This is an optimization exercise on Yosys and OpenROAD, whose aim is small area, not a production implementation. Function was checked by simulation only, so behaviour that the tests miss may differ from the original. No driver is modelled on the clock port, so clock power and skew are understated where the tree is cut down; a real chip needs a root buffer or a tree.

Design Lab1Top, start of the top module:
module Lab1Top(clk, sw, ledr, ledg, seg7_out);
  input         clk;
  input  [17:0] sw;
  output [17:0] ledr;
  output [8:0]  ledg;
  output [39:0] seg7_out;
  reg [14:0] s1;
  always @(posedge clk) s1 <= {sw[17:6], sw[2:0]};
  wire [5:0] a = s1[14:9];
  wire [5:0] b = s1[8:3];
  wire show = s1[2];
  wire [1:0] op = s1[1:0];
  wire n170 = b[0] ^ op[0];
  wire n171 = a[0] ^ n170 ^ op[0];
  wire n172 = (a[0] & n170) | (a[0] & op[0]) | (n170 & op[0]);
  wire n173 = b[1] ^ op[0];
  wire n174 = a[1] ^ n173 ^ n172;
  wire n175 = (a[1] & n173) | (a[1] & n172) | (n173 & n172);
  wire n176 = b[2] ^ op[0];
  wire n177 = a[2] ^ n176 ^ n175;
  wire n178 = (a[2] & n176) | (a[2] & n175) | (n176 & n175);
  wire n179 = b[3] ^ op[0];
  wire n180 = a[3] ^ n179 ^ n178;
  wire n181 = (a[3] & n179) | (a[3] & n178) | (n179 & n178);
  wire n182 = b[4] ^ op[0];
  wire n183 = a[4] ^ n182 ^ n181;
  wire n184 = (a[4] & n182) | (a[4] & n181) | (n182 & n181);
  wire n185 = b[5] ^ op[0];
  wire n186 = a[5] ^ n185 ^ n184;
  wire [5:0] s = {n186, n183, n180, n177, n174, n171};
  wire bs = b[5] ^ (op[0] & (|b[4:0]));
  wire ovf = ~op[1] & ~(a[5] ^ bs) & (s[5] ^ a[5]);
  wire n1 = a[0] & b[0];
  wire n2 = a[1] & b[0];
  wire n3 = a[2] & b[0];
  wire n4 = a[3] & b[0];
  wire n5 = a[4] & b[0];
  wire n6 = ~(a[5] & b[0]);
  wire n7 = a[0] & b[1];
  wire n8 = a[1] & b[1];
  wire n9 = a[2] & b[1];
  wire n10 = a[3] & b[1];
  wire n11 = a[4] & b[1];
  ...
Size: roughly 86 I/O pins, roughly 3600 µm² of cells after synthesis.
==> flow/config.mk <==
export PLATFORM = sky130hd
export DESIGN_NAME = Lab1Top
export DESIGN_NICKNAME = Lab1Top
export VERILOG_FILES = /design/flow/design.v
export SDC_FILE = /design/flow/constraint.sdc
export NUM_CORES = 4
export LEC_CHECK = 0
export CAP_MARGIN = 20
export CORE_MARGIN = 2
export CORE_UTILIZATION = 40
export SLEW_MARGIN = 20
==> flow/constraint.sdc <==
create_clock -name core_clock -period 18.0 [get_ports {clk}]
set_input_delay 3.6000 -clock core_clock [delete_from_list [all_inputs] [get_ports {clk}]]
set_output_delay 3.6000 -clock core_clock [all_outputs]
set_load 0.01 [all_outputs]
standard.sh (not shown) runs the stock make flow with config.mk's settings and CLKGATE_MAP_FILE= SYNTH_SCRIPT=/design/flow/synth_recipe.tcl, a recipe that flattens the netlist after the stock synthesis.
==> flow/flow/run.sh <==
#!/bin/bash
# The standard ORFS layout (standard.sh) with these changes to how the
# layout is made:
# - synthesis runs the standard synthesis script, but Yosys's abc step uses
#   the area-oriented ABC script flow/area.abc, and half adders are left to
#   abc (the ha cells are added to DONT_USE_CELLS);
# - port buffers are buf_1 cells;
# - the clock tree uses small clock buffers and no dummy loads;
# - constant outputs share the synthesized tie cells.
# make's output goes to make_flow.log here; each step's log is in orfs/logs/.
set -euo pipefail
W=$PWD
sed "s#@ABC@#$W/flow/area.abc#; s#@FLOW_SYNTH@#$W/synth_recipe.tcl#" flow/synth.tcl.in > my_synth.tcl
sed "s#SYNTH_SCRIPT=[^ ]*#SYNTH_SCRIPT=$W/my_synth.tcl#" standard.sh > my_standard.sh
grep -q "SYNTH_SCRIPT=$W/my_synth.tcl" my_standard.sh
PLATFORM_DONT_USE=$(make -s -C "$FLOW_HOME" DESIGN_CONFIG="$W/config.mk" print-DONT_USE_CELLS | sed -n 's/^DONT_USE_CELLS: *//p')
echo "$PLATFORM_DONT_USE" | grep -q probe_p_8
export BUFFER_PORTS_ARGS="-buffer_cell sky130_fd_sc_hd__buf_1"
export CTS_ARGS="-sink_clustering_enable -repair_clock_nets -buf_list {sky130_fd_sc_hd__clkbuf_2 sky130_fd_sc_hd__clkbuf_4 sky130_fd_sc_hd__clkbuf_8} -dont_use_dummy_load"
export SKIP_REPAIR_TIE_FANOUT=1
bash my_standard.sh "DONT_USE_CELLS=$PLATFORM_DONT_USE sky130_fd_sc_hd__ha_1 sky130_fd_sc_hd__ha_2 sky130_fd_sc_hd__ha_4" finish > make_flow.log 2>&1
==> flow/flow/area.abc <==
strash
&get -n
&deepsyn -T 30
&put
dch -f
amap
topo
==> flow/flow/synth.tcl.in <==
# The standard synthesis (synth_recipe.tcl), with Yosys's abc step given the
# area-oriented script @ABC@ in place of the one ORFS picks.
proc abc {args} {
  set i [lsearch -exact $args -script]
  if { $i >= 0 } { lset args [expr { $i + 1 }] @ABC@ }
  yosys abc {*}$args
}
source @FLOW_SYNTH@
Edit:
==> flow/run.sh (new file) <==
#!/bin/bash
# synth_recipe.tcl (not shown) runs the flow's synth.tcl, then flattens the netlist and writes it again
# the make line also repeats each setting of config.mk as NAME=value (left out here)
make -C /OpenROAD-flow-scripts/flow DESIGN_CONFIG=/design/flow/config.mk WORK_HOME=/design/flow/orfs CLKGATE_MAP_FILE= SYNTH_SCRIPT=/design/flow/synth_recipe.tcl finish
removed: flow/flow/run.sh
removed: flow/flow/area.abc
removed: flow/flow/synth.tcl.in
removed: flow/standard.sh
- The new run finished with timing, DRC and antenna clean
- non-clock buffer count rises by 2
- routed wire length rises by 47%
- area after synthesis rises by 50%
- setup slack gains 0.84 ns
- cell area rises by 59%
- maximum frequency rises by 7.8%
- worst hold slack gains 0.084 ns
- core utilization rises by 2.1 points
- global-route usage falls by 0.66 points
Edit:
==> flow/flow/run.sh (new file) <==
#!/bin/bash
# The standard ORFS layout (standard.sh) with these changes to how the
# layout is made:
# - synthesis runs the standard synthesis script, but Yosys's abc step uses
#   the area-oriented ABC script flow/area.abc, and half adders are left to
#   abc (the ha cells are added to DONT_USE_CELLS);
# - port buffers are buf_1 cells;
# - the clock tree uses small clock buffers and no dummy loads;
# - constant outputs share the synthesized tie cells.
# make's output goes to make_flow.log here; each step's log is in orfs/logs/.
set -euo pipefail
W=$PWD
sed "s#@ABC@#$W/flow/area.abc#; s#@FLOW_SYNTH@#$W/synth_recipe.tcl#" flow/synth.tcl.in > my_synth.tcl
sed "s#SYNTH_SCRIPT=[^ ]*#SYNTH_SCRIPT=$W/my_synth.tcl#" standard.sh > my_standard.sh
grep -q "SYNTH_SCRIPT=$W/my_synth.tcl" my_standard.sh
PLATFORM_DONT_USE=$(make -s -C "$FLOW_HOME" DESIGN_CONFIG="$W/config.mk" print-DONT_USE_CELLS | sed -n 's/^DONT_USE_CELLS: *//p')
echo "$PLATFORM_DONT_USE" | grep -q probe_p_8
export BUFFER_PORTS_ARGS="-buffer_cell sky130_fd_sc_hd__buf_1"
export CTS_ARGS="-repair_clock_nets -buf_list {sky130_fd_sc_hd__clkbuf_4} -dont_use_dummy_load"
export SKIP_REPAIR_TIE_FANOUT=1
bash my_standard.sh "DONT_USE_CELLS=$PLATFORM_DONT_USE sky130_fd_sc_hd__ha_1 sky130_fd_sc_hd__ha_2 sky130_fd_sc_hd__ha_4" finish > make_flow.log 2>&1
==> flow/flow/area.abc (new file) <==
strash
&get -n
&deepsyn -T 30
&put
dch -f
amap
topo
==> flow/flow/synth.tcl.in (new file) <==
# The standard synthesis (synth_recipe.tcl), with Yosys's abc step given the
# area-oriented script @ABC@ in place of the one ORFS picks.
proc abc {args} {
  set i [lsearch -exact $args -script]
  if { $i >= 0 } { lset args [expr { $i + 1 }] @ABC@ }
  yosys abc {*}$args
}
source @FLOW_SYNTH@
==> flow/standard.sh (new file) <==
#!/bin/bash
# synth_recipe.tcl (not shown) runs the flow's synth.tcl, then flattens the netlist and writes it again
# the make line also repeats each setting of config.mk as NAME=value (left out here)
make -C /OpenROAD-flow-scripts/flow DESIGN_CONFIG=/design/flow/config.mk WORK_HOME=/design/flow/orfs CLKGATE_MAP_FILE= SYNTH_SCRIPT=/design/flow/synth_recipe.tcl "${@:-finish}"
removed: flow/run.sh
=> The new run completed without violations; utilization is lower by 2.4 points; worst setup slack loses 0.78 ns; count of clock-buffer cells in the layout decreases by 1.
Edit:
--- a/flow/flow/run.sh
+++ b/flow/flow/run.sh
@@ -18,3 +18,3 @@
 export BUFFER_PORTS_ARGS="-buffer_cell sky130_fd_sc_hd__buf_1"
-export CTS_ARGS="-repair_clock_nets -buf_list {sky130_fd_sc_hd__clkbuf_4} -dont_use_dummy_load"
+export CTS_ARGS="-sink_clustering_enable -sink_clustering_size 40 -sink_clustering_max_diameter 200 -repair_clock_nets -buf_list {sky130_fd_sc_hd__clkbuf_4 sky130_fd_sc_hd__clkbuf_8} -dont_use_dummy_load"
 export SKIP_REPAIR_TIE_FANOUT=1
The new run finished clean; critical path depth does not change; cell area grows slightly; cell count is unchanged.
Edit:
--- a/flow/flow/run.sh
+++ b/flow/flow/run.sh
@@ -18,3 +18,3 @@
 export BUFFER_PORTS_ARGS="-buffer_cell sky130_fd_sc_hd__buf_1"
-export CTS_ARGS="-sink_clustering_enable -sink_clustering_size 40 -sink_clustering_max_diameter 200 -repair_clock_nets -buf_list {sky130_fd_sc_hd__clkbuf_4 sky130_fd_sc_hd__clkbuf_8} -dont_use_dummy_load"
+export CTS_ARGS="-sink_clustering_enable -sink_clustering_size 40 -sink_clustering_max_diameter 300 -sink_buffer_max_cap_derate 1.0 -repair_clock_nets -buf_list {sky130_fd_sc_hd__clkbuf_4 sky130_fd_sc_hd__clkbuf_8} -dont_use_dummy_load"
 export SKIP_REPAIR_TIE_FANOUT=1
The new run went through all stages and came out clean.
Final cell count does not change.
Sequential share of layout area rises by 0.17 points.
Final area falls slightly.
Routed wire length is about the same.
Non-clock buffer count is unchanged.


Lab1Top, a different RTL version from the one above (not shown whole).
Size: about 580 cells after synthesis, about 30 flip-flops, ~86 I/O pins.
==> flow/config.mk <==
export PLATFORM = sky130hd
export DESIGN_NAME = Lab1Top
export DESIGN_NICKNAME = Lab1Top
export VERILOG_FILES = /design/flow/design.v
export SDC_FILE = /design/flow/constraint.sdc
export NUM_CORES = 4
export LEC_CHECK = 0
export CAP_MARGIN = 20
export CORE_MARGIN = 2
export CORE_UTILIZATION = 40
export SETUP_SLACK_MARGIN = -1.15
export SLEW_MARGIN = 20
==> flow/constraint.sdc <==
create_clock -name core_clock -period 18.0 [get_ports {clk}]
set_input_delay 3.6000 -clock core_clock [delete_from_list [all_inputs] [get_ports {clk}]]
set_output_delay 3.6000 -clock core_clock [all_outputs]
set_load 0.01 [all_outputs]
==> flow/flow/run.sh <==
#!/bin/bash
# The standard ORFS layout (standard.sh) with these changes to how the
# layout is made:
# - synthesis runs the standard synthesis script, but Yosys's abc step uses
#   the area-oriented ABC script flow/area.abc, and half and full adders are left to
#   abc (the ha and fa cells are added to DONT_USE_CELLS);
# - port buffers are buf_1 cells;
# - the clock tree is one level of clock buffers, one per group of nearby
#   registers
#   (flow/pre_cts.tcl, run before the CTS step, which it then skips);
# - constant outputs share the synthesized tie cells.
# make's output goes to make_flow.log here; each step's log is in orfs/logs/.
set -euo pipefail
W=$PWD
sed "s#@ABC@#$W/flow/area.abc#; s#@FLOW_SYNTH@#$W/synth_recipe.tcl#" flow/synth.tcl.in > my_synth.tcl
sed "s#SYNTH_SCRIPT=[^ ]*#SYNTH_SCRIPT=$W/my_synth.tcl#" standard.sh > my_standard.sh
grep -q "SYNTH_SCRIPT=$W/my_synth.tcl" my_standard.sh
PLATFORM_DONT_USE=$(make -s -C "$FLOW_HOME" DESIGN_CONFIG="$W/config.mk" print-DONT_USE_CELLS | sed -n 's/^DONT_USE_CELLS: *//p')
echo "$PLATFORM_DONT_USE" | grep -q probe_p_8
export BUFFER_PORTS_ARGS="-buffer_cell sky130_fd_sc_hd__buf_1"
export PRE_CTS_TCL=$W/flow/pre_cts.tcl
export CLOCK_BUFFER_CELL=${CLOCK_BUFFER_CELL:-sky130_fd_sc_hd__clkbuf_8}
export CLOCK_CLUSTERS=${CLOCK_CLUSTERS:-2}
export SKIP_REPAIR_TIE_FANOUT=1
bash my_standard.sh "DONT_USE_CELLS=$PLATFORM_DONT_USE sky130_fd_sc_hd__ha_1 sky130_fd_sc_hd__ha_2 sky130_fd_sc_hd__ha_4 sky130_fd_sc_hd__fa_1 sky130_fd_sc_hd__fa_2 sky130_fd_sc_hd__fa_4" finish > make_flow.log 2>&1
==> flow/flow/area.abc <==
strash
dc2
&get -n
&deepsyn -T 30
&put
dch -f
amap
topo
==> flow/flow/pre_cts.tcl <==
# Clock tree: the registers are split into CLOCK_CLUSTERS groups by position
# (k-means); one clock buffer (CLOCK_BUFFER_CELL), placed at the centre of its
# group, drives each group, and the clock port drives only these buffers.
# The standard CTS command is then skipped.
set block [ord::get_db_block]
set k $::env(CLOCK_CLUSTERS)
set regs {}
foreach inst [$block getInsts] {
  if { [string match "*dfxtp*" [[$inst getMaster] getName]] } {
    set box [$inst getBBox]
    lappend regs [list $inst [expr { ([$box xMin] + [$box xMax]) / 2.0 }] \
      [expr { ([$box yMin] + [$box yMax]) / 2.0 }]]
  }
}
# k-means, started from registers spread along the sorted x order
set sorted [lsort -real -index 1 $regs]
set n [llength $sorted]
set centres {}
for { set i 0 } { $i < $k } { incr i } {
  set r [lindex $sorted [expr { int(($i + 0.5) * $n / $k) }]]
  lappend centres [list [lindex $r 1] [lindex $r 2]]
}
for { set iter 0 } { $iter < 50 } { incr iter } {
  set groups [lrepeat $k {}]
  foreach r $regs {
    set best 0
    set bd 1e30
    for { set i 0 } { $i < $k } { incr i } {
      lassign [lindex $centres $i] cx cy
      set d [expr { abs([lindex $r 1] - $cx) + abs([lindex $r 2] - $cy) }]
      if { $d < $bd } { set bd $d; set best $i }
    }
    lset groups $best [concat [lindex $groups $best] [list $r]]
  }
  set new {}
  for { set i 0 } { $i < $k } { incr i } {
    set g [lindex $groups $i]
    if { [llength $g] == 0 } { lappend new [lindex $centres $i]; continue }
    set sx 0.0
    set sy 0.0
    foreach r $g { set sx [expr { $sx + [lindex $r 1] }]; set sy [expr { $sy + [lindex $r 2] }] }
    lappend new [list [expr { $sx / [llength $g] }] [expr { $sy / [llength $g] }]]
  }
  set centres $new
}
set dbu [$block getDefUnits]
set clk [$block findNet clk]
for { set i 0 } { $i < $k } { incr i } {
  set g [lindex $groups $i]
  if { [llength $g] == 0 } { continue }
  set pins {}
  foreach r $g { lappend pins [get_pins -of_objects [get_cells [[lindex $r 0] getName]] -filter "name == CLK"] }
  lassign [lindex $centres $i] cx cy
  puts "Clock buffer $i for [llength $g] registers at ([expr { $cx / $dbu }], [expr { $cy / $dbu }])"
  insert_buffer -buffer_cell $::env(CLOCK_BUFFER_CELL) -net clk -load_pins $pins \
    -buffer_name clkbuf_regs_$i -net_name clk_regs_$i \
    -location [list [expr { $cx / $dbu }] [expr { $cy / $dbu }]]
}
foreach inst [$block getInsts] {
  if { [string match "clkbuf_regs_*" [$inst getName]] } {
    foreach it [$inst getITerms] {
      if { [$it getNet] != "NULL" && [[$it getNet] getName] ni {VPWR VGND} } {
        [$it getNet] setSigType CLOCK
      }
    }
  }
}
proc clock_tree_synthesis { args } {
  puts "clock_tree_synthesis skipped: the clock buffers are already in place"
}
Other scripts of this flow, unchanged in this note and not shown: flow/flow/synth.tcl.in
Rerun with:
Settings changed: CORE_UTILIZATION 40 to 65, SETUP_SLACK_MARGIN -1.15 to -1.0.
=> The changed run passed the timing, design-rule and antenna checks; synthesized area is unchanged; cell area fell by 1.1%; first-iteration DRC count rose by 18%.
Rerun with:
==> flow/flow/area.abc (replaced) <==
strash
dc2
&get -n
&deepsyn -T 30
&put
dch -f
amap -m
topo
Settings changed: CORE_UTILIZATION 65 to 40.
=> Routed wire length went down by 0.70%; synthesized area went up by 0.38%.
Rerun with:
==> flow/flow/area.abc (replaced) <==
strash
&get -n
&deepsyn -T 30
&put
dch -f
amap
topo
Outcome:
- The new run passed the timing, design-rule and antenna checks
- maximum frequency drops by 2.7%
- cell count increases by 11%
- design area came out higher by 20%
- routed wire length climbs by 9.9%
- worst setup slack loses 470 ps
- core utilization came out higher by 11 points
- sequential share of layout area fell by 2.8 points
- via count increases by 9.8%
- sequential cell count does not change
Rerun with:
--- a/flow/flow/run.sh
+++ b/flow/flow/run.sh
@@ -22,3 +22,3 @@
 export CLOCK_BUFFER_CELL=${CLOCK_BUFFER_CELL:-sky130_fd_sc_hd__clkbuf_8}
-export CLOCK_CLUSTERS=${CLOCK_CLUSTERS:-2}
+export CLOCK_CLUSTERS=${CLOCK_CLUSTERS:-3}
 export SKIP_REPAIR_TIE_FANOUT=1
==> flow/flow/area.abc (replaced) <==
strash
dc2
&get -n
&deepsyn -T 30
&put
dch -f
amap
topo
What happened: Design area went down by 17%; via count went down by 7.1%; core utilization went down by 11 points; setup slack improves by 350 ps.
No run of this note takes its clock network from TritonCTS; it comes from the design's own scripts or RTL.

-- static timing again, ports no longer ideal --
In the flow no input, the clock included, has a driving cell. The finished layouts below were timed again as built, in two steps. Step 1: set_driving_cell puts a clkbuf_16 on clk and a buf_2 on each other input, an assumption about the parent block. Step 2 adds t to the input delays and takes it off the output delays; t is the mean of the earliest and latest rising clock arrival at the registers after step 1. Input paths then give back, and output paths get back, about the clock's delay inside the block. Three values: ideal ports, drivers, drivers and shift; two values: the first two.
run | t, ns | setup WS [ns] | worst setup path after step 2 | worst slew at a driven data input, ns
the first run of note 1 | 0.318 | 6.407 / 6.407 / 6.407 | register to register | 0.03
the second run of note 1 | 0.316 | 7.249 / 7.249 / 7.249 | register to register | 0.03
the third run of note 1 | 0.368 | 6.470 / 6.470 / 6.470 | register to register | 0.03
the fourth run of note 1 | 0.318 | 6.407 / 6.407 / 6.407 | register to register | 0.03
the fifth run of note 1 | 0.368 | 6.470 / 6.470 / 6.470 | register to register | 0.03
the first run of note 2 | 0.175 | 0.709 / 0.675 / 0.850 | register to output | 0.03
the second run of note 2 | 0.177 | 0.577 / 0.542 / 0.720 | register to output | 0.03
the third run of note 2 | 0.173 | 0.959 / 0.927 / 1.100 | register to output | 0.03
the fourth run of note 2 | 0.179 | 0.492 / 0.457 / 0.636 | register to output | 0.03
the fifth run of note 2 | 0.167 | 0.843 / 0.802 / 0.969 | register to output | 0.03
After both steps setup and hold are still met in every run listed.
